Context: an optimization exercise on an open-source flow, tuned for small area, a short achievable clock period and few clock cycles per item. The choices shown serve that exercise and are no tape-out recipe.
Where RTL was checked, it was by simulation tests only, not by an equivalence proof against the original.
Function not checked in runs 2 and 3: the RTL went through the layout flow alone.

==> flow/design.v (outline; a module is shown in full before it is edited, if it fits) <==
// module CPU: 458 lines
// module booth17: 446 lines
module CPU(
				clk,
			  rst_n,
		   IO_stall,
         awid_m_inf,
       awaddr_m_inf,
       awsize_m_inf,
      awburst_m_inf,
        awlen_m_inf,
      awvalid_m_inf,
      awready_m_inf,
        wdata_m_inf,
        wlast_m_inf,
       wvalid_m_inf,
       wready_m_inf,
          bid_m_inf,
        bresp_m_inf,
       bvalid_m_inf,
       bready_m_inf,
         arid_m_inf,
       araddr_m_inf,
        arlen_m_inf,
       arsize_m_inf,
      arburst_m_inf,
      arvalid_m_inf,
      arready_m_inf, 
          rid_m_inf,
        rdata_m_inf,
        rresp_m_inf,
        rlast_m_inf,
       rvalid_m_inf,
       rready_m_inf 
);
  // ...
==> flow/run.sh <==
#!/bin/bash
# synth_recipe.tcl (not shown) runs the flow's synth.tcl, then flattens the netlist and writes it again
# the make line also repeats each setting of config.mk as NAME=value (left out here)
make -C /OpenROAD-flow-scripts/flow DESIGN_CONFIG=/design/flow/config.mk WORK_HOME=/design/flow/orfs CLKGATE_MAP_FILE= SYNTH_SCRIPT=/design/flow/synth_recipe.tcl finish
==> flow/config.mk <==
export PLATFORM = sky130hd
export DESIGN_NAME = CPU
export DESIGN_NICKNAME = CPU
export VERILOG_FILES = /design/flow/design.v
export SDC_FILE = /design/flow/constraint.sdc
export NUM_CORES = 8
export LEC_CHECK = 0
export CAP_MARGIN = 20
export CORE_MARGIN = 2
export CORE_UTILIZATION = 55.0
export SLEW_MARGIN = 20
==> flow/constraint.sdc <==
create_clock -name core_clock -period 10.0 [get_ports {clk}]
set_input_delay 2.0000 -clock core_clock [delete_from_list [all_inputs] [get_ports {clk}]]
set_output_delay 2.0000 -clock core_clock [all_outputs]
set_load 0.01 [all_outputs]
==> run notes, run 1 <==
- The run finished with no timing, DRC or antenna violations.
- The number of tap cells added at floorplan is 1298.
- Timing would allow up to 116 MHz.
- The worst hold path was traced through 0 stages.
- By area the synthesized netlist is led by sky130_fd_sc_hd__edfxtp_1 25%, sky130_fd_sc_hd__dfxtp_1 8.4%, sky130_fd_sc_hd__dfrtp_1 5.8%.
- Counting both buffers and inverters, the worst setup path holds a total of 2.
- For met3 alone, demand over resource in global routing was 9.92%.
- The global-route layer with the greatest usage is met2.
- The multi-input combinational area share is 50.2%.
- The boundary pin count is 230.
- The critical path crosses 22 cells after its start point.
- The critical path is of the reg2reg type.
- The sequential share of cell area is a little over a third.
- On the final layout, the worst clock skew is approximately 0.056 ns.
- In the final layout, the registers with the most flip-flops are rfv (256), acc (67).
- In the final routing, the length of wire on met1 measures 79.9 mm.
- The routed design could run at a clock period as short as just under 9 ns.
- Max-cap violations in this run came to 0.
- The number of sequential cells is 832.
- The count of flip-flops with a built-in enable after synthesis is 471.
- The die covers 0.104 mm².
- The number of different library cells used by synthesis comes to between 100 and 150.
- Adding up every negative setup slack in the final design gives 0 ns.
- The cell total after placement is 7098.
- The global-route wire length before repair is 286 mm.
- Summing the areas of all xor and xnor instances in the mapped netlist gives 3.91% of the synthesized area.
- The dominant combinational cell family by area after synthesis is compound AO/OA/AOI/OAI gates.
- The startpoint identified for the worst register-to-register timing path is dt_slot[1].
- The utilization after layout is 60.6%.
- The routed length on met2 is 82.9 mm.
Testbench counts, summed over its fixed seeds: cycles 47,571, instructions 12,000.
==> inputs of run 2 (changes only) <==
--- a/flow/design.v
+++ b/flow/design.v
@@ -103,17 +103,17 @@
 reg  [10:0] f_addr;        
 reg  [10:0] nb;            
 reg         q0v, q1v;
 reg  [15:0] q0, q1;
 reg  [10:0] ipc;           
 wire [15:0] i_rdata  = rdata_m_inf[31:16];
 wire        i_beat   = rvalid_m_inf[1] & i_rready;
 assign arlen_m_inf   = {i_arlen, 7'd0};
-assign rready_m_inf  = {i_rready, 1'b1};
+assign rready_m_inf  = {i_rready, d_rready};
 wire [2:0]  op    = q0[15:13];
 wire [3:0]  f_rs  = q0[12:9];
 wire [3:0]  f_rt  = q0[8:5];
 wire [3:0]  f_rd  = q0[4:1];
 wire        f_fn  = q0[0];
 wire [4:0]  f_imm = q0[4:0];
 wire is_alu  = (op == 3'd0) | (op == 3'd1 & ~f_fn);
 wire is_mul  = (op == 3'd1) & f_fn;
@@ -144,71 +144,72 @@
 reg  [1:0]  a_sh, s_sh, p_sh;
 reg         a_buf, s_buf, p_buf;
 reg  [3:0]  a_tag, s_tag, p_tag;
 wire        p_mulwb = p_v & (p_kind == 2'd3);    
 reg         dt_on;         
 reg  [2:0]  dt_ph;         
 reg  [5:0]  dt_slot;
 reg  [3:0]  dt_cnt;
-reg  [3:0]  dt_ra, dt_rb;
-reg  [1:0]  dt_kind, dt_sh;
-reg         dt_first, dt_ha, dt_hb, dt_buf;
+reg  [3:0]  dt_ra, dt_rb, nx_ra, nx_rb;
+reg  [1:0]  dt_kind, dt_sh, nx_kind, nx_sh;
+reg         dt_first, dt_ha, dt_hb, dt_buf, nx_first, nx_ha, nx_hb, nx_buf;
+wire [5:0]  dt_nslot;        
 always @(*) begin
-    dt_ra = 4'd0; dt_rb = 4'd0; dt_kind = 2'd0; dt_first = 1'b0;
-    dt_ha = 1'b0; dt_hb = 1'b0; dt_sh = 2'd0; dt_buf = 1'b0;
-    case (dt_slot)
-        6'd0: begin dt_ra = 4'd0; dt_rb = 4'd5; dt_kind = 2'd0; dt_first = 1'b1; dt_ha = 1'b0; dt_hb = 1'b0; dt_sh = 2'd0; dt_buf = 1'b0; end
-        6'd1: begin dt_ra = 4'd1; dt_rb = 4'd4; dt_kind = 2'd0; dt_first = 1'b0; dt_ha = 1'b0; dt_hb = 1'b0; dt_sh = 2'd0; dt_buf = 1'b0; end
-        6'd2: begin dt_ra = 4'd10; dt_rb = 4'd15; dt_kind = 2'd1; dt_first = 1'b1; dt_ha = 1'b0; dt_hb = 1'b0; dt_sh = 2'd0; dt_buf = 1'b0; end
-        6'd3: begin dt_ra = 4'd11; dt_rb = 4'd14; dt_kind = 2'd1; dt_first = 1'b0; dt_ha = 1'b0; dt_hb = 1'b0; dt_sh = 2'd0; dt_buf = 1'b0; end
-        6'd4: begin dt_ra = 4'd0; dt_rb = 4'd6; dt_kind = 2'd0; dt_first = 1'b1; dt_ha = 1'b0; dt_hb = 1'b0; dt_sh = 2'd0; dt_buf = 1'b1; end
-        6'd5: begin dt_ra = 4'd2; dt_rb = 4'd4; dt_kind = 2'd0; dt_first = 1'b0; dt_ha = 1'b0; dt_hb = 1'b0; dt_sh = 2'd0; dt_buf = 1'b1; end
-        6'd6: begin dt_ra = 4'd11; dt_rb = 4'd13; dt_kind = 2'd1; dt_first = 1'b1; dt_ha = 1'b0; dt_hb = 1'b0; dt_sh = 2'd0; dt_buf = 1'b1; end
-        6'd7: begin dt_ra = 4'd9; dt_rb = 4'd15; dt_kind = 2'd1; dt_first = 1'b0; dt_ha = 1'b0; dt_hb = 1'b0; dt_sh = 2'd0; dt_buf = 1'b1; end
-        6'd8: begin dt_ra = 4'd0; dt_rb = 4'd0; dt_kind = 2'd2; dt_first = 1'b0; dt_ha = 1'b0; dt_hb = 1'b0; dt_sh = 2'd0; dt_buf = 1'b0; end
-        6'd9: begin dt_ra = 4'd0; dt_rb = 4'd0; dt_kind = 2'd2; dt_first = 1'b0; dt_ha = 1'b1; dt_hb = 1'b0; dt_sh = 2'd1; dt_buf = 1'b0; end
-        6'd10: begin dt_ra = 4'd0; dt_rb = 4'd0; dt_kind = 2'd2; dt_first = 1'b0; dt_ha = 1'b0; dt_hb = 1'b1; dt_sh = 2'd1; dt_buf = 1'b0; end
-        6'd11: begin dt_ra = 4'd0; dt_rb = 4'd0; dt_kind = 2'd2; dt_first = 1'b0; dt_ha = 1'b1; dt_hb = 1'b1; dt_sh = 2'd2; dt_buf = 1'b0; end
-        6'd12: begin dt_ra = 4'd0; dt_rb = 4'd7; dt_kind = 2'd0; dt_first = 1'b1; dt_ha = 1'b0; dt_hb = 1'b0; dt_sh = 2'd0; dt_buf = 1'b0; end
-        6'd13: begin dt_ra = 4'd3; dt_rb = 4'd4; dt_kind = 2'd0; dt_first = 1'b0; dt_ha = 1'b0; dt_hb = 1'b0; dt_sh = 2'd0; dt_buf = 1'b0; end
-        6'd14: begin dt_ra = 4'd9; dt_rb = 4'd14; dt_kind = 2'd1; dt_first = 1'b1; dt_ha = 1'b0; dt_hb = 1'b0; dt_sh = 2'd0; dt_buf = 1'b0; end
-        6'd15: begin dt_ra = 4'd10; dt_rb = 4'd13; dt_kind = 2'd1; dt_first = 1'b0; dt_ha = 1'b0; dt_hb = 1'b0; dt_sh = 2'd0; dt_buf = 1'b0; end
-        6'd16: begin dt_ra = 4'd0; dt_rb = 4'd0; dt_kind = 2'd2; dt_first = 1'b0; dt_ha = 1'b0; dt_hb = 1'b0; dt_sh = 2'd0; dt_buf = 1'b1; end
-        6'd17: begin dt_ra = 4'd0; dt_rb = 4'd0; dt_kind = 2'd2; dt_first = 1'b0; dt_ha = 1'b1; dt_hb = 1'b0; dt_sh = 2'd1; dt_buf = 1'b1; end
-        6'd18: begin dt_ra = 4'd0; dt_rb = 4'd0; dt_kind = 2'd2; dt_first = 1'b0; dt_ha = 1'b0; dt_hb = 1'b1; dt_sh = 2'd1; dt_buf = 1'b1; end
-        6'd19: begin dt_ra = 4'd0; dt_rb = 4'd0; dt_kind = 2'd2; dt_first = 1'b0; dt_ha = 1'b1; dt_hb = 1'b1; dt_sh = 2'd2; dt_buf = 1'b1; end
-        6'd20: begin dt_ra = 4'd1; dt_rb = 4'd6; dt_kind = 2'd0; dt_first = 1'b1; dt_ha = 1'b0; dt_hb = 1'b0; dt_sh = 2'd0; dt_buf = 1'b1; end
-        6'd21: begin dt_ra = 4'd2; dt_rb = 4'd5; dt_kind = 2'd0; dt_first = 1'b0; dt_ha = 1'b0; dt_hb = 1'b0; dt_sh = 2'd0; dt_buf = 1'b1; end
-        6'd22: begin dt_ra = 4'd8; dt_rb = 4'd15; dt_kind = 2'd1; dt_first = 1'b1; dt_ha = 1'b0; dt_hb = 1'b0; dt_sh = 2'd0; dt_buf = 1'b1; end
-        6'd23: begin dt_ra = 4'd11; dt_rb = 4'd12; dt_kind = 2'd1; dt_first = 1'b0; dt_ha = 1'b0; dt_hb = 1'b0; dt_sh = 2'd0; dt_buf = 1'b1; end
-        6'd24: begin dt_ra = 4'd0; dt_rb = 4'd0; dt_kind = 2'd2; dt_first = 1'b0; dt_ha = 1'b0; dt_hb = 1'b0; dt_sh = 2'd0; dt_buf = 1'b0; end
-        6'd25: begin dt_ra = 4'd0; dt_rb = 4'd0; dt_kind = 2'd2; dt_first = 1'b0; dt_ha = 1'b1; dt_hb = 1'b0; dt_sh = 2'd1; dt_buf = 1'b0; end
-        6'd26: begin dt_ra = 4'd0; dt_rb = 4'd0; dt_kind = 2'd2; dt_first = 1'b0; dt_ha = 1'b0; dt_hb = 1'b1; dt_sh = 2'd1; dt_buf = 1'b0; end
-        6'd27: begin dt_ra = 4'd0; dt_rb = 4'd0; dt_kind = 2'd2; dt_first = 1'b0; dt_ha = 1'b1; dt_hb = 1'b1; dt_sh = 2'd2; dt_buf = 1'b0; end
-        6'd28: begin dt_ra = 4'd1; dt_rb = 4'd7; dt_kind = 2'd0; dt_first = 1'b1; dt_ha = 1'b0; dt_hb = 1'b0; dt_sh = 2'd0; dt_buf = 1'b0; end
-        6'd29: begin dt_ra = 4'd3; dt_rb = 4'd5; dt_kind = 2'd0; dt_first = 1'b0; dt_ha = 1'b0; dt_hb = 1'b0; dt_sh = 2'd0; dt_buf = 1'b0; end
-        6'd30: begin dt_ra = 4'd10; dt_rb = 4'd12; dt_kind = 2'd1; dt_first = 1'b1; dt_ha = 1'b0; dt_hb = 1'b0; dt_sh = 2'd0; dt_buf = 1'b0; end
-        6'd31: begin dt_ra = 4'd8; dt_rb = 4'd14; dt_kind = 2'd1; dt_first = 1'b0; dt_ha = 1'b0; dt_hb = 1'b0; dt_sh = 2'd0; dt_buf = 1'b0; end
-        6'd32: begin dt_ra = 4'd0; dt_rb = 4'd0; dt_kind = 2'd2; dt_first = 1'b0; dt_ha = 1'b0; dt_hb = 1'b0; dt_sh = 2'd0; dt_buf = 1'b1; end
-        6'd33: begin dt_ra = 4'd0; dt_rb = 4'd0; dt_kind = 2'd2; dt_first = 1'b0; dt_ha = 1'b1; dt_hb = 1'b0; dt_sh = 2'd1; dt_buf = 1'b1; end
-        6'd34: begin dt_ra = 4'd0; dt_rb = 4'd0; dt_kind = 2'd2; dt_first = 1'b0; dt_ha = 1'b0; dt_hb = 1'b1; dt_sh = 2'd1; dt_buf = 1'b1; end
-        6'd35: begin dt_ra = 4'd0; dt_rb = 4'd0; dt_kind = 2'd2; dt_first = 1'b0; dt_ha = 1'b1; dt_hb = 1'b1; dt_sh = 2'd2; dt_buf = 1'b1; end
-        6'd36: begin dt_ra = 4'd2; dt_rb = 4'd7; dt_kind = 2'd0; dt_first = 1'b1; dt_ha = 1'b0; dt_hb = 1'b0; dt_sh = 2'd0; dt_buf = 1'b1; end
-        6'd37: begin dt_ra = 4'd3; dt_rb = 4'd6; dt_kind = 2'd0; dt_first = 1'b0; dt_ha = 1'b0; dt_hb = 1'b0; dt_sh = 2'd0; dt_buf = 1'b1; end
-        6'd38: begin dt_ra = 4'd8; dt_rb = 4'd13; dt_kind = 2'd1; dt_first = 1'b1; dt_ha = 1'b0; dt_hb = 1'b0; dt_sh = 2'd0; dt_buf = 1'b1; end
-        6'd39: begin dt_ra = 4'd9; dt_rb = 4'd12; dt_kind = 2'd1; dt_first = 1'b0; dt_ha = 1'b0; dt_hb = 1'b0; dt_sh = 2'd0; dt_buf = 1'b1; end
-        6'd40: begin dt_ra = 4'd0; dt_rb = 4'd0; dt_kind = 2'd2; dt_first = 1'b0; dt_ha = 1'b0; dt_hb = 1'b0; dt_sh = 2'd0; dt_buf = 1'b0; end
-        6'd41: begin dt_ra = 4'd0; dt_rb = 4'd0; dt_kind = 2'd2; dt_first = 1'b0; dt_ha = 1'b1; dt_hb = 1'b0; dt_sh = 2'd1; dt_buf = 1'b0; end
-        6'd42: begin dt_ra = 4'd0; dt_rb = 4'd0; dt_kind = 2'd2; dt_first = 1'b0; dt_ha = 1'b0; dt_hb = 1'b1; dt_sh = 2'd1; dt_buf = 1'b0; end
-        6'd43: begin dt_ra = 4'd0; dt_rb = 4'd0; dt_kind = 2'd2; dt_first = 1'b0; dt_ha = 1'b1; dt_hb = 1'b1; dt_sh = 2'd2; dt_buf = 1'b0; end
-        6'd44: begin dt_ra = 4'd0; dt_rb = 4'd0; dt_kind = 2'd2; dt_first = 1'b0; dt_ha = 1'b0; dt_hb = 1'b0; dt_sh = 2'd0; dt_buf = 1'b1; end
-        6'd45: begin dt_ra = 4'd0; dt_rb = 4'd0; dt_kind = 2'd2; dt_first = 1'b0; dt_ha = 1'b1; dt_hb = 1'b0; dt_sh = 2'd1; dt_buf = 1'b1; end
-        6'd46: begin dt_ra = 4'd0; dt_rb = 4'd0; dt_kind = 2'd2; dt_first = 1'b0; dt_ha = 1'b0; dt_hb = 1'b1; dt_sh = 2'd1; dt_buf = 1'b1; end
-        6'd47: begin dt_ra = 4'd0; dt_rb = 4'd0; dt_kind = 2'd2; dt_first = 1'b0; dt_ha = 1'b1; dt_hb = 1'b1; dt_sh = 2'd2; dt_buf = 1'b1; end
+    nx_ra = 4'd0; nx_rb = 4'd0; nx_kind = 2'd0; nx_first = 1'b0;
+    nx_ha = 1'b0; nx_hb = 1'b0; nx_sh = 2'd0; nx_buf = 1'b0;
+    case (dt_nslot)
+        6'd0: begin nx_ra = 4'd0; nx_rb = 4'd5; nx_kind = 2'd0; nx_first = 1'b1; nx_ha = 1'b0; nx_hb = 1'b0; nx_sh = 2'd0; nx_buf = 1'b0; end
+        6'd1: begin nx_ra = 4'd1; nx_rb = 4'd4; nx_kind = 2'd0; nx_first = 1'b0; nx_ha = 1'b0; nx_hb = 1'b0; nx_sh = 2'd0; nx_buf = 1'b0; end
+        6'd2: begin nx_ra = 4'd10; nx_rb = 4'd15; nx_kind = 2'd1; nx_first = 1'b1; nx_ha = 1'b0; nx_hb = 1'b0; nx_sh = 2'd0; nx_buf = 1'b0; end
+        6'd3: begin nx_ra = 4'd11; nx_rb = 4'd14; nx_kind = 2'd1; nx_first = 1'b0; nx_ha = 1'b0; nx_hb = 1'b0; nx_sh = 2'd0; nx_buf = 1'b0; end
+        6'd4: begin nx_ra = 4'd0; nx_rb = 4'd6; nx_kind = 2'd0; nx_first = 1'b1; nx_ha = 1'b0; nx_hb = 1'b0; nx_sh = 2'd0; nx_buf = 1'b1; end
+        6'd5: begin nx_ra = 4'd2; nx_rb = 4'd4; nx_kind = 2'd0; nx_first = 1'b0; nx_ha = 1'b0; nx_hb = 1'b0; nx_sh = 2'd0; nx_buf = 1'b1; end
+        6'd6: begin nx_ra = 4'd11; nx_rb = 4'd13; nx_kind = 2'd1; nx_first = 1'b1; nx_ha = 1'b0; nx_hb = 1'b0; nx_sh = 2'd0; nx_buf = 1'b1; end
+        6'd7: begin nx_ra = 4'd9; nx_rb = 4'd15; nx_kind = 2'd1; nx_first = 1'b0; nx_ha = 1'b0; nx_hb = 1'b0; nx_sh = 2'd0; nx_buf = 1'b1; end
+        6'd8: begin nx_ra = 4'd0; nx_rb = 4'd0; nx_kind = 2'd2; nx_first = 1'b0; nx_ha = 1'b0; nx_hb = 1'b0; nx_sh = 2'd0; nx_buf = 1'b0; end
+        6'd9: begin nx_ra = 4'd0; nx_rb = 4'd0; nx_kind = 2'd2; nx_first = 1'b0; nx_ha = 1'b1; nx_hb = 1'b0; nx_sh = 2'd1; nx_buf = 1'b0; end
+        6'd10: begin nx_ra = 4'd0; nx_rb = 4'd0; nx_kind = 2'd2; nx_first = 1'b0; nx_ha = 1'b0; nx_hb = 1'b1; nx_sh = 2'd1; nx_buf = 1'b0; end
+        6'd11: begin nx_ra = 4'd0; nx_rb = 4'd0; nx_kind = 2'd2; nx_first = 1'b0; nx_ha = 1'b1; nx_hb = 1'b1; nx_sh = 2'd2; nx_buf = 1'b0; end
+        6'd12: begin nx_ra = 4'd0; nx_rb = 4'd7; nx_kind = 2'd0; nx_first = 1'b1; nx_ha = 1'b0; nx_hb = 1'b0; nx_sh = 2'd0; nx_buf = 1'b0; end
+        6'd13: begin nx_ra = 4'd3; nx_rb = 4'd4; nx_kind = 2'd0; nx_first = 1'b0; nx_ha = 1'b0; nx_hb = 1'b0; nx_sh = 2'd0; nx_buf = 1'b0; end
+        6'd14: begin nx_ra = 4'd9; nx_rb = 4'd14; nx_kind = 2'd1; nx_first = 1'b1; nx_ha = 1'b0; nx_hb = 1'b0; nx_sh = 2'd0; nx_buf = 1'b0; end
+        6'd15: begin nx_ra = 4'd10; nx_rb = 4'd13; nx_kind = 2'd1; nx_first = 1'b0; nx_ha = 1'b0; nx_hb = 1'b0; nx_sh = 2'd0; nx_buf = 1'b0; end
+        6'd16: begin nx_ra = 4'd0; nx_rb = 4'd0; nx_kind = 2'd2; nx_first = 1'b0; nx_ha = 1'b0; nx_hb = 1'b0; nx_sh = 2'd0; nx_buf = 1'b1; end
+        6'd17: begin nx_ra = 4'd0; nx_rb = 4'd0; nx_kind = 2'd2; nx_first = 1'b0; nx_ha = 1'b1; nx_hb = 1'b0; nx_sh = 2'd1; nx_buf = 1'b1; end
+        6'd18: begin nx_ra = 4'd0; nx_rb = 4'd0; nx_kind = 2'd2; nx_first = 1'b0; nx_ha = 1'b0; nx_hb = 1'b1; nx_sh = 2'd1; nx_buf = 1'b1; end
+        6'd19: begin nx_ra = 4'd0; nx_rb = 4'd0; nx_kind = 2'd2; nx_first = 1'b0; nx_ha = 1'b1; nx_hb = 1'b1; nx_sh = 2'd2; nx_buf = 1'b1; end
+        6'd20: begin nx_ra = 4'd1; nx_rb = 4'd6; nx_kind = 2'd0; nx_first = 1'b1; nx_ha = 1'b0; nx_hb = 1'b0; nx_sh = 2'd0; nx_buf = 1'b1; end
+        6'd21: begin nx_ra = 4'd2; nx_rb = 4'd5; nx_kind = 2'd0; nx_first = 1'b0; nx_ha = 1'b0; nx_hb = 1'b0; nx_sh = 2'd0; nx_buf = 1'b1; end
+        6'd22: begin nx_ra = 4'd8; nx_rb = 4'd15; nx_kind = 2'd1; nx_first = 1'b1; nx_ha = 1'b0; nx_hb = 1'b0; nx_sh = 2'd0; nx_buf = 1'b1; end
+        6'd23: begin nx_ra = 4'd11; nx_rb = 4'd12; nx_kind = 2'd1; nx_first = 1'b0; nx_ha = 1'b0; nx_hb = 1'b0; nx_sh = 2'd0; nx_buf = 1'b1; end
+        6'd24: begin nx_ra = 4'd0; nx_rb = 4'd0; nx_kind = 2'd2; nx_first = 1'b0; nx_ha = 1'b0; nx_hb = 1'b0; nx_sh = 2'd0; nx_buf = 1'b0; end
+        6'd25: begin nx_ra = 4'd0; nx_rb = 4'd0; nx_kind = 2'd2; nx_first = 1'b0; nx_ha = 1'b1; nx_hb = 1'b0; nx_sh = 2'd1; nx_buf = 1'b0; end
+        6'd26: begin nx_ra = 4'd0; nx_rb = 4'd0; nx_kind = 2'd2; nx_first = 1'b0; nx_ha = 1'b0; nx_hb = 1'b1; nx_sh = 2'd1; nx_buf = 1'b0; end
+        6'd27: begin nx_ra = 4'd0; nx_rb = 4'd0; nx_kind = 2'd2; nx_first = 1'b0; nx_ha = 1'b1; nx_hb = 1'b1; nx_sh = 2'd2; nx_buf = 1'b0; end
+        6'd28: begin nx_ra = 4'd1; nx_rb = 4'd7; nx_kind = 2'd0; nx_first = 1'b1; nx_ha = 1'b0; nx_hb = 1'b0; nx_sh = 2'd0; nx_buf = 1'b0; end
+        6'd29: begin nx_ra = 4'd3; nx_rb = 4'd5; nx_kind = 2'd0; nx_first = 1'b0; nx_ha = 1'b0; nx_hb = 1'b0; nx_sh = 2'd0; nx_buf = 1'b0; end
+        6'd30: begin nx_ra = 4'd10; nx_rb = 4'd12; nx_kind = 2'd1; nx_first = 1'b1; nx_ha = 1'b0; nx_hb = 1'b0; nx_sh = 2'd0; nx_buf = 1'b0; end
+        6'd31: begin nx_ra = 4'd8; nx_rb = 4'd14; nx_kind = 2'd1; nx_first = 1'b0; nx_ha = 1'b0; nx_hb = 1'b0; nx_sh = 2'd0; nx_buf = 1'b0; end
+        6'd32: begin nx_ra = 4'd0; nx_rb = 4'd0; nx_kind = 2'd2; nx_first = 1'b0; nx_ha = 1'b0; nx_hb = 1'b0; nx_sh = 2'd0; nx_buf = 1'b1; end
+        6'd33: begin nx_ra = 4'd0; nx_rb = 4'd0; nx_kind = 2'd2; nx_first = 1'b0; nx_ha = 1'b1; nx_hb = 1'b0; nx_sh = 2'd1; nx_buf = 1'b1; end
+        6'd34: begin nx_ra = 4'd0; nx_rb = 4'd0; nx_kind = 2'd2; nx_first = 1'b0; nx_ha = 1'b0; nx_hb = 1'b1; nx_sh = 2'd1; nx_buf = 1'b1; end
+        6'd35: begin nx_ra = 4'd0; nx_rb = 4'd0; nx_kind = 2'd2; nx_first = 1'b0; nx_ha = 1'b1; nx_hb = 1'b1; nx_sh = 2'd2; nx_buf = 1'b1; end
+        6'd36: begin nx_ra = 4'd2; nx_rb = 4'd7; nx_kind = 2'd0; nx_first = 1'b1; nx_ha = 1'b0; nx_hb = 1'b0; nx_sh = 2'd0; nx_buf = 1'b1; end
+        6'd37: begin nx_ra = 4'd3; nx_rb = 4'd6; nx_kind = 2'd0; nx_first = 1'b0; nx_ha = 1'b0; nx_hb = 1'b0; nx_sh = 2'd0; nx_buf = 1'b1; end
+        6'd38: begin nx_ra = 4'd8; nx_rb = 4'd13; nx_kind = 2'd1; nx_first = 1'b1; nx_ha = 1'b0; nx_hb = 1'b0; nx_sh = 2'd0; nx_buf = 1'b1; end
+        6'd39: begin nx_ra = 4'd9; nx_rb = 4'd12; nx_kind = 2'd1; nx_first = 1'b0; nx_ha = 1'b0; nx_hb = 1'b0; nx_sh = 2'd0; nx_buf = 1'b1; end
+        6'd40: begin nx_ra = 4'd0; nx_rb = 4'd0; nx_kind = 2'd2; nx_first = 1'b0; nx_ha = 1'b0; nx_hb = 1'b0; nx_sh = 2'd0; nx_buf = 1'b0; end
+        6'd41: begin nx_ra = 4'd0; nx_rb = 4'd0; nx_kind = 2'd2; nx_first = 1'b0; nx_ha = 1'b1; nx_hb = 1'b0; nx_sh = 2'd1; nx_buf = 1'b0; end
+        6'd42: begin nx_ra = 4'd0; nx_rb = 4'd0; nx_kind = 2'd2; nx_first = 1'b0; nx_ha = 1'b0; nx_hb = 1'b1; nx_sh = 2'd1; nx_buf = 1'b0; end
+        6'd43: begin nx_ra = 4'd0; nx_rb = 4'd0; nx_kind = 2'd2; nx_first = 1'b0; nx_ha = 1'b1; nx_hb = 1'b1; nx_sh = 2'd2; nx_buf = 1'b0; end
+        6'd44: begin nx_ra = 4'd0; nx_rb = 4'd0; nx_kind = 2'd2; nx_first = 1'b0; nx_ha = 1'b0; nx_hb = 1'b0; nx_sh = 2'd0; nx_buf = 1'b1; end
+        6'd45: begin nx_ra = 4'd0; nx_rb = 4'd0; nx_kind = 2'd2; nx_first = 1'b0; nx_ha = 1'b1; nx_hb = 1'b0; nx_sh = 2'd1; nx_buf = 1'b1; end
+        6'd46: begin nx_ra = 4'd0; nx_rb = 4'd0; nx_kind = 2'd2; nx_first = 1'b0; nx_ha = 1'b0; nx_hb = 1'b1; nx_sh = 2'd1; nx_buf = 1'b1; end
+        6'd47: begin nx_ra = 4'd0; nx_rb = 4'd0; nx_kind = 2'd2; nx_first = 1'b0; nx_ha = 1'b1; nx_hb = 1'b1; nx_sh = 2'd2; nx_buf = 1'b1; end
         default: ;
     endcase
 end
 reg  [32:0] t0, b0, t1, b1;      
 reg  [66:0] acc;
 wire [32:0] t_sel = dt_buf ? t1 : t0;
 wire [32:0] b_sel = dt_buf ? b1 : b0;
 wire [16:0] ch_a  = dt_ha ? t_sel[32:16] : {1'b0, t_sel[15:0]};
@@ -224,146 +225,172 @@
         2'd1:    acc_add = {p_ext[50:0], 16'd0};
         default: acc_add = {p_ext[34:0], 32'd0};
     endcase
     if (dt_ph == 3'd3) acc_add = {58'd0, q0[8:0]};
 end
 wire [66:0] acc_sum = acc + acc_add;
 wire        sat_ok  = (&acc[66:15]) | ~(|acc[66:15]);
 wire [15:0] det_res = sat_ok ? acc[15:0] : (acc[66] ? 16'h8000 : 16'h7fff);
-reg  [10:0] dm_addr;
+reg  [10:0] dm_addr;       
 reg         d_arvalid;
-reg         ld_busy;       
-reg  [3:0]  ld_tag;
+reg         la1_v;         
+reg  [10:0] la1;
+reg  [1:0]  ld_cnt;        
+reg  [3:0]  ld_tag0, ld_tag1;
 reg         md_v;          
 reg  [15:0] md;
 reg  [3:0]  md_tag;
+reg         d_rready;
 reg         d_awvalid, d_wvalid;
 reg  [1:0]  st_ph;         
+reg  [10:0] st_addr;
 reg  [15:0] wd;
-assign awaddr_m_inf  = {20'd1, dm_addr, 1'b0};
+assign awaddr_m_inf  = {20'd1, st_addr, 1'b0};
 assign arvalid_m_inf = {i_arvalid, d_arvalid};
 assign araddr_m_inf  = {20'd1, i_araddr, 1'b0, 20'd1, dm_addr, 1'b0};
 assign awvalid_m_inf = d_awvalid;
 assign wdata_m_inf   = wd;
 assign wvalid_m_inf  = d_wvalid;
-wire d_beat = rvalid_m_inf[0];
+wire d_beat = rvalid_m_inf[0] & d_rready;
 wire hz_alu = bz_rs | bz_rt | bz_rd | p_mulwb;
 wire hz_mul = bz_rs | bz_rt | bz_rd;
-wire hz_ld  = bz_rs | bz_rt | ld_busy | md_v;
-wire hz_st  = bz_rs | bz_rt | ld_busy;
+wire hz_ld  = bz_rs | bz_rt | ld_cnt[1];
+wire hz_st  = bz_rs | bz_rt;
 wire hz_br  = bz_rs | bz_rt;
 wire go_alu = q0v & is_alu & ~hz_alu;
 wire go_mul = q0v & is_mul & ~hz_mul;
 wire go_ld  = q0v & is_ld  & ~hz_ld;
 wire go_st  = q0v & is_st  & ~hz_st & (st_ph == 2'd0);
 wire go_br  = q0v & is_br  & ~hz_br;
 wire go_nop = q0v & is_nop;
 wire go_det = q0v & is_det & ~dt_on & (busy == 16'd0);
 wire st_done = (st_ph == 2'd3) & bvalid_m_inf;
 wire dt_done = dt_on & (dt_ph == 3'd4);
 wire pop   = go_alu | go_mul | go_ld | go_br | go_nop | st_done | dt_done;
 wire taken = go_br & br_eq & (f_imm != 5'd0);
 always @(*) begin
     if (dt_issue) begin ra_idx = dt_ra; rb_idx = dt_rb; end
     else          begin ra_idx = f_rs;  rb_idx = f_rt;  end
 end
-wire md_wb = md_v & ~p_mulwb & ~go_alu & ~dt_done;
-wire [3:0] wb_idx = p_mulwb ? p_tag : go_alu ? f_rd : dt_done ? 4'd0 : md_tag;
-wire       wb_any = p_mulwb | go_alu | dt_done | md_wb;
-assign wb_data = p_mulwb ? mp[15:0] : go_alu ? alu_res : dt_done ? det_res : md;
+wire wb_busy = p_mulwb | go_alu | dt_done;
+wire md_wb   = md_v & ~wb_busy;
+wire rd_wb   = d_beat & ~md_v & ~wb_busy;
+wire [3:0] wb_idx = p_mulwb ? p_tag : go_alu ? f_rd : dt_done ? 4'd0 : md_v ? md_tag : ld_tag0;
+wire       wb_any = wb_busy | md_wb | rd_wb;
+assign wb_data = p_mulwb ? mp[15:0] : go_alu ? alu_res : dt_done ? det_res : md_v ? md : rdata_m_inf[15:0];
 generate for (gi = 0; gi < 16; gi = gi + 1) begin : g_we
     assign wb_en[gi] = wb_any & (wb_idx == gi);
 end endgenerate
 wire [15:0] set_mul = go_mul ? (16'd1 << f_rd) : 16'd0;
 wire [15:0] set_ld  = go_ld  ? (16'd1 << f_rt) : 16'd0;
 wire [15:0] clr_mul = p_mulwb ? (16'd1 << p_tag) : 16'd0;
 wire [15:0] clr_md  = md_wb ? (16'd1 << md_tag) : 16'd0;
+wire [15:0] clr_rd  = rd_wb ? (16'd1 << ld_tag0) : 16'd0;
 always @(posedge clk or negedge rst_n)
     if (!rst_n) busy <= 16'd0;
-    else        busy <= (busy & ~clr_mul & ~clr_md) | set_mul | set_ld;
+    else        busy <= (busy & ~clr_mul & ~clr_md & ~clr_rd) | set_mul | set_ld;
 always @(posedge clk or negedge rst_n)
     if (!rst_n) IO_stall <= 1'b1;
     else        IO_stall <= ~pop;
-wire [10:0] d0      = br_tgt - f_addr;
-wire        in_brst = (f_rem != 8'd0) & ({1'b0, d0} < {4'd0, f_rem});
-wire        push    = i_beat & (f_drop == 8'd0);
+wire [10:0] d0     = br_tgt - f_addr;
+wire        rem_z  = (f_rem == 8'd0);
+wire        rem_1  = (f_rem == 8'd1);
+wire        drop_z = (f_drop == 8'd0);
+wire        in_brst = ~rem_z & ({1'b0, d0} < {4'd0, f_rem});
+wire        d0_z   = (d0 == 11'd0);
+wire        push   = i_beat & drop_z;
+wire [7:0]  rem_n  = f_rem - {7'd0, i_beat};
+wire        end_n  = rem_z | (rem_1 & i_beat);    
+wire [10:0] f_addr_1 = f_addr + 11'd1;
+reg  [7:0]  nt_drop;
+reg         nt_q0v, nt_q1v, nt_drain, nt_q0_beat, nt_q0_q1, nt_q1_beat;
+reg  [10:0] nt_sa;
+always @(*) begin
+    nt_drop    = f_drop - {7'd0, i_beat & ~drop_z};
+    nt_drain   = f_drain;
+    nt_q0v     = q0v;
+    nt_q1v     = q1v;
+    nt_q0_beat = 1'b0;
+    nt_q0_q1   = 1'b0;
+    nt_q1_beat = 1'b0;
+    if (pop) begin
+        if (q1v) begin nt_q0_q1 = 1'b1; nt_q0v = 1'b1; nt_q1v = push; nt_q1_beat = push; end
+        else     begin nt_q0v = push; nt_q0_beat = push; nt_q1v = 1'b0; end
+    end else if (push) begin
+        if (!q0v) begin nt_q0_beat = 1'b1; nt_q0v = 1'b1; end
+        else      begin nt_q1_beat = 1'b1; nt_q1v = 1'b1; end
+    end
+    nt_sa = f_drain ? nb : (i_beat ? f_addr_1 : nb);
+    if (end_n) nt_drain = 1'b0;
+end
+reg  [7:0]  tk_drop;
+reg         tk_q0v, tk_drain;
+reg  [10:0] tk_sa;
+always @(*) begin
+    tk_q0v   = 1'b0;
+    tk_drain = 1'b0;
+    if (in_brst) begin
+        if (i_beat) begin
+            if (d0_z) begin tk_q0v = 1'b1; tk_drop = 8'd0; end
+            else tk_drop = {1'b0, d0[6:0]} - 8'd1;
+        end else tk_drop = {1'b0, d0[6:0]};
+        tk_sa = i_beat ? f_addr_1 : nb;
+    end else begin
+        tk_drop  = rem_n;
+        tk_drain = ~end_n;
+        tk_sa    = br_tgt;
+    end
+end
+wire [7:0]  drop_n  = taken ? tk_drop : nt_drop;
+wire        drain_n = taken ? tk_drain : nt_drain;
+wire        q0v_n   = taken ? tk_q0v : nt_q0v;
+wire        q1v_n   = taken ? 1'b0 : nt_q1v;
+wire [10:0] sa      = taken ? tk_sa : nt_sa;
+wire [6:0]  sa_len  = (sa[10:7] == 4'hf) ? ~sa[6:0] : 7'd127;
+always @(posedge clk) begin
+    if (taken ? tk_q0v : nt_q0_beat) q0 <= i_rdata;
+    else if (~taken & nt_q0_q1)      q0 <= q1;
+    if (~taken & nt_q1_beat)         q1 <= i_rdata;
+end
 always @(posedge clk or negedge rst_n) begin
     if (!rst_n) begin
         i_arvalid <= 1'b0;
         i_araddr  <= 11'd0;
         i_arlen   <= 7'd0;
         i_rready  <= 1'b0;
         f_rem     <= 8'd0;
         f_drop    <= 8'd0;
         f_drain   <= 1'b0;
         f_addr    <= 11'd0;
         nb        <= 11'd0;
         q0v       <= 1'b0;
         q1v       <= 1'b0;
         ipc       <= 11'd0;
-    end else begin : fetch
-        reg [7:0]  rem_n, drop_n;
-        reg        q0v_n, q1v_n, drain_n;
-        rem_n   = f_rem - {7'd0, i_beat};
-        drop_n  = f_drop - {7'd0, i_beat & (f_drop != 8'd0)};
-        drain_n = f_drain;
-        q0v_n   = q0v;
-        q1v_n   = q1v;
-        if (i_beat) f_addr <= f_addr + 11'd1;
-        if (i_beat & ~f_drain) nb <= f_addr + 11'd1;
-        if (taken) begin
-            ipc   <= br_tgt;
-            q1v_n = 1'b0;
-            q0v_n = 1'b0;
-            if (in_brst) begin
-                if (i_beat) begin
-                    if (d0 == 11'd0) begin q0v_n = 1'b1; q0 <= i_rdata; drop_n = 8'd0; end
-                    else drop_n = {1'b0, d0[6:0]} - 8'd1;
-                end else drop_n = {1'b0, d0[6:0]};
-            end else begin
-                drop_n  = rem_n;
-                drain_n = 1'b1;
-                nb      <= br_tgt;
-            end
-        end else begin
-            if (pop) ipc <= ipc + 11'd1;
-            if (pop) begin
-                if (q1v) begin
-                    q0 <= q1; q0v_n = 1'b1;
-                    q1v_n = push;
-                    if (push) q1 <= i_rdata;
-                end else begin
-                    q0v_n = push;
-                    if (push) q0 <= i_rdata;
-                    q1v_n = 1'b0;
-                end
-            end else if (push) begin
-                if (!q0v) begin q0 <= i_rdata; q0v_n = 1'b1; end
-                else      begin q1 <= i_rdata; q1v_n = 1'b1; end
-            end
-        end
+    end else begin
+        if (taken)    ipc <= br_tgt;
+        else if (pop) ipc <= ipc + 11'd1;
+        if (taken & ~in_brst)              nb <= br_tgt;
+        else if (i_beat & ~f_drain)        nb <= f_addr_1;
         if (i_arvalid & arready_m_inf[1]) i_arvalid <= 1'b0;
-        if (rem_n == 8'd0) begin : newburst
-            reg [10:0] sa;
-            reg [6:0]  ln;
-            sa = drain_n ? (taken ? br_tgt : nb) : (i_beat ? f_addr + 11'd1 : nb);
-            ln = (sa[10:7] == 4'hf) ? ~sa[6:0] : 7'd127;
+        if (end_n) begin                    
             i_arvalid <= 1'b1;
             i_araddr  <= sa;
-            i_arlen   <= ln;
+            i_arlen   <= sa_len;
             f_addr    <= sa;
-            rem_n     = {1'b0, ln} + 8'd1;
-            drain_n   = 1'b0;
+            f_rem     <= {1'b0, sa_len} + 8'd1;
+            f_drain   <= 1'b0;
+        end else begin
+            if (i_beat) f_addr <= f_addr_1;
+            f_rem   <= rem_n;
+            f_drain <= drain_n;
         end
-        f_rem   <= rem_n;
-        f_drop  <= drop_n;
-        f_drain <= drain_n;
-        q0v     <= q0v_n;
-        q1v     <= q1v_n;
+        f_drop   <= drop_n;
+        q0v      <= q0v_n;
+        q1v      <= q1v_n;
         i_rready <= (drop_n != 8'd0) | ~(q0v_n & q1v_n);
     end
 end
 always @(posedge clk) begin
     if (dt_issue) begin
         ma <= (dt_kind == 2'd2) ? ch_a : {ra_val[15], ra_val};
         mb <= (dt_kind == 2'd2) ? ch_b : {rb_val[15], rb_val};
     end else begin
@@ -391,16 +418,23 @@
         endcase
     end
     if (go_det)                                acc <= 67'd0;
     else if (p_v & (p_kind == 2'd2))           acc <= acc_sum;
     else if (dt_on & (dt_ph == 3'd2) & (dt_cnt != 4'd0))
                                                acc <= {acc[66], acc[66], acc[66:2]};
     else if (dt_on & (dt_ph == 3'd3))          acc <= acc_sum;
 end
+assign dt_nslot = go_det ? 6'd0 : dt_slot + 6'd1;
+always @(posedge clk) begin
+    if (go_det | dt_issue) begin
+        dt_ra <= nx_ra; dt_rb <= nx_rb; dt_kind <= nx_kind; dt_first <= nx_first;
+        dt_ha <= nx_ha; dt_hb <= nx_hb; dt_sh <= nx_sh; dt_buf <= nx_buf;
+    end
+end
 always @(posedge clk or negedge rst_n) begin
     if (!rst_n) begin
         dt_on   <= 1'b0;
         dt_ph   <= 3'd0;
         dt_slot <= 6'd0;
         dt_cnt  <= 4'd0;
     end else begin
         if (go_det) begin
@@ -422,40 +456,65 @@
                     if (dt_cnt == 4'd0) dt_ph <= 3'd3;
                 end
                 3'd3: dt_ph <= 3'd4;
                 default: begin dt_on <= 1'b0; dt_ph <= 3'd0; end
             endcase
         end
     end
 end
+wire d_arhs = d_arvalid & arready_m_inf[0];
+wire [1:0] ld_cnt_n = ld_cnt + {1'b0, go_ld} - {1'b0, d_beat};
 always @(posedge clk) begin
-    if (go_ld | go_st) dm_addr <= ls_addr;
-    if (go_st)         wd <= rb_val;
-    if (d_beat)        md <= rdata_m_inf[15:0];
-    if (d_beat)        md_tag <= ld_tag;
-    if (go_ld)         ld_tag <= f_rt;
+    if (go_st) st_addr <= ls_addr;
+    if (go_st) wd <= rb_val;
+    if (d_beat & ~rd_wb) begin md <= rdata_m_inf[15:0]; md_tag <= ld_tag0; end
+    if (go_ld & ~la1_v & (~d_arvalid | d_arhs)) dm_addr <= ls_addr;
+    else if (d_arhs & la1_v)                    dm_addr <= la1;
+    if (go_ld & d_arvalid & ~d_arhs)            la1 <= ls_addr;
+    if (d_beat) begin
+        ld_tag0 <= (go_ld & (ld_cnt == 2'd1)) ? f_rt : ld_tag1;
+        ld_tag1 <= f_rt;
+    end else if (go_ld) begin
+        if (ld_cnt == 2'd0) ld_tag0 <= f_rt;
+        else                ld_tag1 <= f_rt;
+    end
 end
 always @(posedge clk or negedge rst_n) begin
     if (!rst_n) begin
         d_arvalid <= 1'b0;
-        ld_busy   <= 1'b0;
+        la1_v     <= 1'b0;
+        ld_cnt    <= 2'd0;
         md_v      <= 1'b0;
+        d_rready  <= 1'b0;
         d_awvalid <= 1'b0;
         d_wvalid  <= 1'b0;
         st_ph     <= 2'd0;
-    end else begin
-        if (go_ld) begin d_arvalid <= 1'b1; ld_busy <= 1'b1; end
-        else if (d_arvalid & arready_m_inf[0]) d_arvalid <= 1'b0;
-        if (d_beat) begin ld_busy <= 1'b0; md_v <= 1'b1; end
-        else if (md_wb) md_v <= 1'b0;
+    end else begin : dport
+        reg md_v_n;
+        if (go_ld) begin
+            if (d_arvalid & ~d_arhs) la1_v <= 1'b1;
+            d_arvalid <= 1'b1;
+        end else if (d_arhs) begin
+            d_arvalid <= la1_v;
+            la1_v     <= 1'b0;
+        end
+        ld_cnt <= ld_cnt_n;
+        md_v_n = (md_v & ~md_wb) | (d_beat & ~rd_wb);
+        md_v     <= md_v_n;
+        d_rready <= ~md_v_n;
         case (st_ph)
             2'd0: if (go_st) begin d_awvalid <= 1'b1; st_ph <= 2'd1; end
-            2'd1: if (awready_m_inf) begin d_awvalid <= 1'b0; d_wvalid <= 1'b1; st_ph <= 2'd2; end
-            2'd2: if (wready_m_inf) begin d_wvalid <= 1'b0; st_ph <= 2'd3; end
+            2'd1: if (awready_m_inf) begin
+                      d_awvalid <= 1'b0; st_ph <= 2'd2;
+                      d_wvalid  <= (ld_cnt_n == 2'd0);
+                  end
+            2'd2: if (d_wvalid) begin
+                      if (wready_m_inf) begin d_wvalid <= 1'b0; st_ph <= 2'd3; end
+                  end else if (ld_cnt_n == 2'd0) d_wvalid <= 1'b1;
             2'd3: if (bvalid_m_inf) st_ph <= 2'd0;
         endcase
     end
 end
 endmodule
 module booth17 (
     input  wire [16:0] a,
     input  wire [16:0] b,
==> flow/config.mk (replaced) <==
export PLATFORM = sky130hd
export DESIGN_NAME = CPU
export DESIGN_NICKNAME = CPU
export VERILOG_FILES = /design/flow/design.v
export SDC_FILE = /design/flow/constraint.sdc
export NUM_CORES = 8
export LEC_CHECK = 0
export ABC_CLOCK_PERIOD_IN_PS = 2500
export CAP_MARGIN = 20
export CORE_MARGIN = 2
export CORE_UTILIZATION = 55.0
export SETUP_SLACK_MARGIN = 5
export SLEW_MARGIN = 20
==> run 2 against run 1 <==
  * Still clean on timing, DRC and antenna
  * Die area up 3.2%
  * Critical path depth shrank 1
  * Global-route usage is 0.65 points higher
  * Critical path type unchanged
==> run notes, run 2 <==
- The final routed wire length divided by cell count is 26.7 µm (was 26.8 µm).
- The number of sinks on the clock net was 874 (was 832).
- The number of unique standard cell types used by synthesis was 102 (was 110).
- The final-report hold violation count is 0 (unchanged).
- The number of buffers inserted for hold repair after clock tree synthesis is 0 (unchanged).
- The most common cell after layout, fill and taps aside is sky130_fd_sc_hd__nand2_1 (unchanged).
- The net count reported at finish is 6725 (was 6297).
- The largest net degree at the start of global routing was 99 (was 82).
- Commonest non-fill, non-tap cells in the layout: 650 x sky130_fd_sc_hd__nand2_1, 510 x sky130_fd_sc_hd__edfxtp_1, 412 x sky130_fd_sc_hd__nor2_1 (was 589 x sky130_fd_sc_hd__nand2_1, 488 x sky130_fd_sc_hd__nor2_1, 471 x sky130_fd_sc_hd__edfxtp_1).
- The iteration-0 DRC count of the detailed router came to 6377 (was 6100).
- The via count normalized by instance count came to 6.53 (was 6.61).
- The post-synthesis async set-or-reset flop share is 15.1% (was 15.5%).
- List of cells traversed by the critical path: or4b_4 -> buf_12 -> buf_16 -> mux2i_4 -> buf_12 -> buf_4 -> buf_6 -> o22ai_1 -> a31oi_1 -> nand2_1 -> xnor2_1 -> ha_1 -> and3_4 -> a31o_4 -> o211ai_1 -> o22ai_2 -> buf_4 -> or3_1 -> a311oi_2 -> a21oi_2 -> buf_6 (was inv_1 -> ha_1 -> nand2b_1 -> nor2_1 -> o21ai_1 -> a21o_1 -> buf_4 -> mux2_2 -> and4b_1 -> nand4_1 -> xnor2_1 -> a2111oi_2 -> nand4_4 -> nor3_4 -> o21bai_1 -> a221o_1 -> or4_1 -> or2_1 -> ha_1 -> nand2_1 -> mux2i_1 -> a221o_1).
- The CTS tree is built (unchanged).
- The data arrival time at the worst-slack endpoint is 6.49 ns (was 9.23 ns).
- The number of synthesis warnings came to 1 (unchanged).
- The horizontal extent of the die is 327 µm (was 322 µm).
- The delay of the slowest critical-path stage is 0.70 ns (was 0.71 ns).
- Top post-synthesis cells by count: 655 x sky130_fd_sc_hd__nand2_1, 510 x sky130_fd_sc_hd__edfxtp_1, 443 x sky130_fd_sc_hd__nor2_1 (was 589 x sky130_fd_sc_hd__nand2_1, 508 x sky130_fd_sc_hd__nor2_1, 471 x sky130_fd_sc_hd__edfxtp_1).
- The relative slew slack was 17.4% (was 18.0%).
- The post-synthesis cell count is 6069 (was 5956).
- Result of the run: complete, no violations (unchanged).
- The routed wire length is 208 mm (was 195 mm).
- The worst clock skew on the final layout came to 0.0507 ns (was 0.0565 ns).
- The maximum number of buffers from clock root to sink is 3 (unchanged).
- The total global routing track utilization is 37.5% (was 36.9%).
- RSZ-0062 raised after global routing: true (was false).
- The final non-filler cell area is 0.0688 mm² (was 0.0607 mm²).
- The fraction of the cycle the final worst path needs came to 60.6% (was 86.6%).
- The total global routing overflow is 0 (unchanged).
- The critical path class was reg2reg (unchanged).
- The global-route wire length before repair is 303 mm (was 286 mm).
- The library cell with the highest instance count after synthesis is sky130_fd_sc_hd__nand2_1 (unchanged).
- The cell area after technology mapping is 0.0574 mm² (was 0.0556 mm²).
- The count of antenna-violating nets left after detailed routing was 0 (unchanged).
- The transition time at the pin with the least slew margin is 1.24 ns (was 1.23 ns).
- The standard cell with the maximum stage delay on the critical path is sky130_fd_sc_hd__or4b_4 (was sky130_fd_sc_hd__nor3_4).
- The DRC violations left is 0 (unchanged).
- The flip-flop and latch count after synthesis is 874 (was 832).
- The number of flip-flops under the largest register name is 256 (unchanged).
- The proportion of netlist area held by the largest area contributor is 26.7% (was 25.4%).
- The number of buffer cells added on primary ports came to 103 (was 102).
- The worst path required time is 10.43 ns (was 10.58 ns).
- Registers with the most flip-flops: rfv (256), acc (67) (unchanged).
- The placeable core region is 0.103 mm² (was 0.100 mm²).
- The worst-case setup slack after placement is 2.01 ns (was 1.64 ns).
- The number of levels in the clock H-tree is 3 (unchanged).
- The kind of launch point of the worst setup path is a flip-flop (unchanged).
- The setup TNS after final layout is 0 ns (unchanged).
- The sum of net half-perimeters after detailed placement is 136 mm (was 137 mm).
- The mean cell area of the mapped netlist is 9.46 µm² (was 9.33 µm²).
- The endpoint kind of the worst setup timing path is a flip-flop (unchanged).
- The total cell area at the placement stage was 0.0596 mm² (was 0.0576 mm²).
- The share of cells above drive strength 1 is 18.1% (was 9.18%).
- The most frequently used flop master after synthesis is sky130_fd_sc_hd__edfxtp_1 (unchanged).
- The highest fanout seen on the critical path is 8 (was 17).
- The boundary pin count was 230 (unchanged).
- The final critical path time including I/O delays and setup is 6.06 ns (was 8.66 ns).
- The highest clock rate is 165 MHz (was 116 MHz).
- The total setup violations reported at the end of the flow was 0 (unchanged).
- The detailed-routing iteration count for the pre-antenna-repair pass was 6 (was 7).
- The number of buffers created by CTS is 97 (was 91).
- The type of the most critical hold path was reg2reg (unchanged).
- The register with the most flip-flops is rfv (unchanged).
- The placer's final routability congestion estimate is 0.947 (was 0.994).
- The worst path setup slack after routing is 3.94 ns (was 1.34 ns).
- The clock latency reported for the late side of the worst-skew pair is 0.73 ns (was 0.72 ns).
- Main area contributors after synthesis: sky130_fd_sc_hd__edfxtp_1 27%, sky130_fd_sc_hd__dfxtp_1 8.1%, sky130_fd_sc_hd__dfrtp_1 5.7% (was sky130_fd_sc_hd__edfxtp_1 25%, sky130_fd_sc_hd__dfxtp_1 8.4%, sky130_fd_sc_hd__dfrtp_1 5.8%).
- The cell at the root of the clock tree is sky130_fd_sc_hd__clkbuf_16 (unchanged).
- The count of flip-flops with a built-in enable after synthesis is 510 (was 471).
- The layout overhead on the synthesized area is 19.8% (was 9.20%).
- The max capacitance violation total was 0 (unchanged).
- The cell type contributing the most total cell area after synthesis was sky130_fd_sc_hd__edfxtp_1 (unchanged).
- The share of synthesized area occupied by flip-flops and latches is 40.5% (was 39.6%).
- The number of global-route vias before repair came to 47.1k (was 43.9k).
- The row count came to 118 (was 116).
- The final count of pins violating max slew is 0 (unchanged).
- The area of the die is 0.107 mm² (was 0.104 mm²).
- The number of antenna violations at the first check in global routing is 4 (unchanged).
- The die span in y is 327 µm (was 322 µm).
- The total number of vias is 50.8k (was 48.1k).
- The effective utilization at floorplan is 55.5% (about the same).
- The clock transition time at the flip-flop clock pins of the worst setup and hold paths is 0.06 ns (about the same).
==> run 2: final cells by class <==
cell class / instances / area [µm²]
multi-input combinational: 4474 / 33500
fill: 8246 / 34700
clock buffer: 129 / 2770
sequential: 874 / 23300
inverter: 314 / 1180
antenna: 2 / 5.00
timing repair buffer: 560 / 5630
clock inverter: 52 / 689
tap: 1380 / 1730
==> run 2: path summary, 6_finish.rpt <==
kind	from	endpoint	slack, ns	depth (start not counted)
min reg2reg	a_first	s_first	0.30	0
max in group asynchronous	rst_n	ipc[10]	7.26	2
max reg2reg	dt_ph[0]	rfv[93]	3.94	21
min	a_first	s_first	0.30	0
max	dt_ph[0]	rfv[93]	3.94	21
min in group asynchronous	rst_n	i_araddr[0]	1.35	1
==> run 2: logic make-up after synthesis <==
logic type | Yosys count | share of synthesized area, %
simple gates | 1807 | 14.9
compound gates | 1683 | 18.6
flops | 874 | 40.5
buf+inv | 829 | 6.30
fa+ha+maj | 388 | 9.73
xor+xnor | 263 | 4.01
mux | 223 | 5.96
other cells | 2 | 0.0131
==> run 2: metal layers <==
| layer | wire (µm) | up-vias | GRT usage, % |
|---|---|---|---|
| met4 | 9980 | 4 | 15.4 |
| met3 | 23500 | 593 | 8.39 |
| met2 | 89900 | 3038 | 55.5 |
| met5 | 24 | - | 0 |
| li1 | - | 22500 | - |
| met1 | 84700 | 24700 | 53.4 |
==> run 2: critical path, delay by kind of cell (launching register included) <==
| family | cells | cell delay [ns] |
|---|---|---|
| AOI/OAI and AO/OA | 7 | 1.60 |
| xor gates and xnor gates | 1 | 0.38 |
| adders and majority gates | 1 | 0.31 |
| buffers and inverters | 7 | 1.19 |
| DFF | 1 | 0.43 |
| muxes | 1 | 0.18 |
| and+or+nand+nor | 4 | 1.68 |
==> run 2: what timing repair did <==
item,in CTS,in global routing
cloned,15,4
pin swaps,107,75
setup buffers,245,52
endpoints found under the setup margin,757,643
gates resized for setup,421,181
==> run 2: through the flow <==
stage / util, % / hold slack, ns / instances
6_report: 66.4 / 0.299 / 7785
5_1_grt: 66.4 / 0.323 / 7783
4_1_cts: 65.1 / 0.309 / 7725
3_5_place_dp: 57.6 / 0.312 / 7284
3_3_place_gp: 57.6 / 0.311 / 7284
2_1_floorplan: - / 0.310 / 6173
==> inputs of run 3 (changes only) <==
--- a/flow/config.mk
+++ b/flow/config.mk
@@ -7,3 +7,3 @@
 export LEC_CHECK = 0
-export ABC_CLOCK_PERIOD_IN_PS = 2500
+export ABC_CLOCK_PERIOD_IN_PS = 4000
 export CAP_MARGIN = 20
==> run 3 against run 2 <==
  * Register-to-register slack about the same
  * Maximum frequency unchanged
  * Count of clock-buffer cells in the layout unchanged
  * First-iteration DRC count unchanged
  * Non-clock buffer count unchanged
  * Worst hold slack unchanged
  * Via count unchanged
  * Cell count unchanged
  * Synthesized cell count unchanged
  * Sequential share of layout area unchanged
  * Critical endpoint unchanged
==> run notes, run 3 <==
- The placeable core region came to 0.103 mm² (unchanged).
- The total global routing overflow is 0 (unchanged).
- The number of global-route vias before repair is 47.1k (unchanged).
- The CTS tree is built (unchanged).
- The final routed wire length divided by cell count came to 26.7 µm (unchanged).
- The standard cell with the maximum stage delay on the critical path is sky130_fd_sc_hd__or4b_4 (unchanged).
- The global-route wire length before repair is 303 mm (unchanged).
- RSZ-0062 raised after global routing: true (unchanged).
- Result of the run: complete, no violations (unchanged).
- The number of sinks on the clock net is 874 (unchanged).
- The post-synthesis cell count is 6069 (unchanged).
- The count of flip-flops with a built-in enable after synthesis is 510 (unchanged).
- The horizontal extent of the die is 327 µm (unchanged).
- The largest net degree at the start of global routing is 99 (unchanged).
- The clock latency reported for the late side of the worst-skew pair is 0.73 ns (about the same).
- The layout overhead on the synthesized area is 19.8% (unchanged).
- The total setup violations reported at the end of the flow is 0 (unchanged).
- The total number of vias was 50.8k (unchanged).
- The delay of the slowest critical-path stage is 0.70 ns (about the same).
- The DRC violations left is 0 (unchanged).
- The type of the most critical hold path is reg2reg (unchanged).
- The share of synthesized area occupied by flip-flops and latches came to 40.5% (unchanged).
- The flip-flop and latch count after synthesis is 874 (unchanged).
- The count of antenna-violating nets left after detailed routing came to 0 (unchanged).
- The worst path required time is 10.43 ns (about the same).
- The number of synthesis warnings is 1 (unchanged).
- The number of flip-flops under the largest register name is 256 (unchanged).
- The worst-case setup slack after placement is 2.01 ns (unchanged).
- The cell at the root of the clock tree is sky130_fd_sc_hd__clkbuf_16 (unchanged).
- List of cells traversed by the critical path: or4b_4 -> buf_12 -> buf_16 -> mux2i_4 -> buf_12 -> buf_4 -> buf_6 -> o22ai_1 -> a31oi_1 -> nand2_1 -> xnor2_1 -> ha_1 -> and3_4 -> a31o_4 -> o211ai_1 -> o22ai_2 -> buf_4 -> or3_1 -> a311oi_2 -> a21oi_2 -> buf_6 (unchanged).
- The critical path class is reg2reg (unchanged).
- The cell type contributing the most total cell area after synthesis is sky130_fd_sc_hd__edfxtp_1 (unchanged).
- The cell area after technology mapping came to 0.0574 mm² (unchanged).
- The maximum number of buffers from clock root to sink is 3 (unchanged).
- The final instance count without filler cells is 7785 (unchanged).
- The final count of pins violating max slew is 0 (unchanged).
- The cell total after placement is 7284 (unchanged).
- Top post-synthesis cells by count: 655 x sky130_fd_sc_hd__nand2_1, 510 x sky130_fd_sc_hd__edfxtp_1, 443 x sky130_fd_sc_hd__nor2_1 (unchanged).
- The die span in y came to 327 µm (unchanged).
- The dominant combinational cell family by area after synthesis is compound AO/OA/AOI/OAI gates (unchanged).
- The setup TNS after final layout is 0 ns (unchanged).
- The fraction of the cycle the final worst path needs is 60.6% (unchanged).
- The endpoint kind of the worst setup timing path is a flip-flop (unchanged).
- The net count reported at finish is 6725 (unchanged).
- The placer's final routability congestion estimate came to 0.947 (unchanged).
- The detailed-routing iteration count for the pre-antenna-repair pass is 6 (unchanged).
- The buffering stage count on the worst path with inverters included came to 7 (unchanged).
- The post-synthesis async set-or-reset flop share came to 15.1% (unchanged).
- Commonest non-fill, non-tap cells in the layout: 650 x sky130_fd_sc_hd__nand2_1, 510 x sky130_fd_sc_hd__edfxtp_1, 412 x sky130_fd_sc_hd__nor2_1 (unchanged).
- The hold slack is 0.299 ns (unchanged).
- The routed wire length is 208 mm (unchanged).
- The number of fill cells in the layout is 8246 (unchanged).
- The final critical path time including I/O delays and setup is 6.06 ns (unchanged).
- The max capacitance violation total was 0 (unchanged).
- The mean cell area of the mapped netlist was 9.46 µm² (unchanged).
- The highest clock rate is 165 MHz (unchanged).
- The data arrival time at the worst-slack endpoint is 6.49 ns (about the same).
- The adder-cell share of the synthesized area is 9.73% (unchanged).
- The sum of net half-perimeters after detailed placement came to 136 mm (unchanged).
- The number of buffers inserted for hold repair after clock tree synthesis came to 0 (unchanged).
- The number of levels in the clock H-tree is 3 (unchanged).
- The basic-gate share of the synthesized area counting and, or, nand and nor cells is 14.9% (unchanged).
- The effective utilization at floorplan came to 55.5% (unchanged).
- The row count is 118 (unchanged).
- The boundary pin count was 230 (unchanged).
- The most common cell after layout, fill and taps aside is sky130_fd_sc_hd__nand2_1 (unchanged).
- The share of cells above drive strength 1 is 18.1% (unchanged).
- The number of unique standard cell types used by synthesis came to 102 (unchanged).
- The fraction of the mapped netlist area in compound gates came to 18.6% (unchanged).
- The register with the most flip-flops is rfv (unchanged).
- The number of buffer cells added on primary ports came to 103 (unchanged).
- The number of antenna violations at the first check in global routing is 4 (unchanged).
- The relative slew slack is 17.4% (unchanged).
- The share of synthesized area spent on multiplexers came to 5.96% (unchanged).
- The transition time at the pin with the least slew margin was 1.24 ns (unchanged).
- The most frequently used flop master after synthesis is sky130_fd_sc_hd__edfxtp_1 (unchanged).
- The worst path setup slack after routing is 3.94 ns (unchanged).
- The cell type group with the largest total delay on the critical path is simple AND/OR/NAND/NOR gates (unchanged).
- The xor/xnor share of the synthesized area is 4.01% (unchanged).
- The final-report hold violation count is 0 (unchanged).
- The clock transition time at the flip-flop clock pins of the worst setup and hold paths is 0.06 ns (about the same).
- The via count normalized by instance count is 6.53 (unchanged).
- The area of the die is 0.107 mm² (unchanged).
- The total global routing track utilization is 37.5% (unchanged).
- The number of buffers created by CTS came to 97 (unchanged).
- Main area contributors after synthesis: sky130_fd_sc_hd__edfxtp_1 27%, sky130_fd_sc_hd__dfxtp_1 8.1%, sky130_fd_sc_hd__dfrtp_1 5.7% (unchanged).
- The kind of launch point of the worst setup path is a flip-flop (unchanged).
- Registers with the most flip-flops: rfv (256), acc (67) (unchanged).
- The worst clock skew on the final layout is 0.0507 ns (unchanged).
- The proportion of netlist area held by the largest area contributor is 26.7% (unchanged).
- The library cell with the highest instance count after synthesis was sky130_fd_sc_hd__nand2_1 (unchanged).
- The highest fanout seen on the critical path is 8 (unchanged).
- The iteration-0 DRC count of the detailed router was 6377 (unchanged).
-- run 3: cell families (layout without fill, tap and decap cells) --
kind of cell             Yosys count  after routing
adder cells (fa/ha/maj)          388            388
buffers and inverters            829           1055
flip-flops                       874            874
other                              2            108
AO/OA/AOI/OAI                   1683           1684
multiplexers                     223            223
XOR/XNOR                         263            263
AND/OR/NAND/NOR                 1807           1810
-- run 3: cell type report --
type | count | area [µm²] | area share [%]
Tap cell | 1380 | 1730 | 2.51
Multi-Input combinational cell | 4474 | 33500 | 48.7
Inverter | 314 | 1180 | 1.71
Sequential cell | 874 | 23300 | 33.9
Clock inverter | 52 | 689 | 1.00
Timing Repair Buffer | 560 | 5630 | 8.19
Antenna cell | 2 | 5.00 | 0.00728
Clock buffer | 129 | 2770 | 4.03
-- run 3: what timing repair did --
| action | in CTS | in global routing |
|---|---|---|
| gates cloned | 15 | 4 |
| buffers inserted | 245 | 52 |
| resized for setup | 421 | 181 |
| endpoints found under the setup margin | 757 | 643 |
| pin swaps | 107 | 75 |
-- run 3: metal layers --
metal / track usage [%] / share of wire, % / vias up
met5: 0 / 0.012 / -
met4: 15.4 / 4.8 / 4
met3: 8.39 / 11 / 593
met2: 55.5 / 43 / 3038
met1: 53.4 / 41 / 24700
li1: - / - / 22500
-- run 3: worst reg2reg max path, cell delays in order (launching register included) --
cell and delay [ns]:
sky130_fd_sc_hd__dfrtp_2 0.43, sky130_fd_sc_hd__or4b_4 0.70, sky130_fd_sc_hd__buf_12 0.22, sky130_fd_sc_hd__buf_16 0.14, sky130_fd_sc_hd__mux2i_4 0.18, sky130_fd_sc_hd__buf_12 0.16
sky130_fd_sc_hd__buf_4 0.16, sky130_fd_sc_hd__buf_6 0.17, sky130_fd_sc_hd__o22ai_1 0.10, sky130_fd_sc_hd__a31oi_1 0.40, sky130_fd_sc_hd__nand2_1 0.48, sky130_fd_sc_hd__xnor2_1 0.38
sky130_fd_sc_hd__ha_1 0.31, sky130_fd_sc_hd__and3_4 0.18, sky130_fd_sc_hd__a31o_4 0.22, sky130_fd_sc_hd__o211ai_1 0.28, sky130_fd_sc_hd__o22ai_2 0.15, sky130_fd_sc_hd__buf_4 0.15
sky130_fd_sc_hd__or3_1 0.32, sky130_fd_sc_hd__a311oi_2 0.30, sky130_fd_sc_hd__a21oi_2 0.15, sky130_fd_sc_hd__buf_6 0.21
-- run 3: path summary, 6_finish.rpt --
kind                               start     endpoint  slack, ns  cells after the start
worst max-delay path            dt_ph[0]      rfv[93]       3.94                     21
worst min-delay path             a_first      s_first       0.30                      0
worst max register to register  dt_ph[0]      rfv[93]       3.94                     21
worst min register to register   a_first      s_first       0.30                      0
max in group asynchronous          rst_n      ipc[10]       7.26                      2
min in group asynchronous          rst_n  i_araddr[0]       1.35                      1
-- run 3: stage by stage --
stage	area, µm²	utilization, %
5_1_grt	68800	66.4
4_1_cts	67400	65.1
2_1_floorplan	58100	-
3_5_place_dp	59600	57.6
3_3_place_gp	59600	57.6
6_report	68800	66.4

==> port drivers added, routing unchanged <==
Ports are ideal in the flow. The routed layouts listed here were re-timed in OpenROAD. Step 1: set_driving_cell puts a clkbuf_16 on clk and a buf_2 on each other input, an assumption about the parent block. Step 2 also shifts input and output timing later by t, the mid clock arrival at the registers, as if the neighbouring blocks saw the same clock. a / b / c = ideal / step 1 / step 2; a / b = the first two.
run	t (ns)	slack for setup (ns)	clock arrival spread, ns
run 1	0.774	1.343 / 1.343 / 1.343	0.060 / 0.060
run 2	0.772	3.939 / 3.939 / 3.939	0.051 / 0.051
run 3	0.772	3.939 / 3.939 / 3.939	0.051 / 0.051
After both steps every run listed still meets setup and hold.
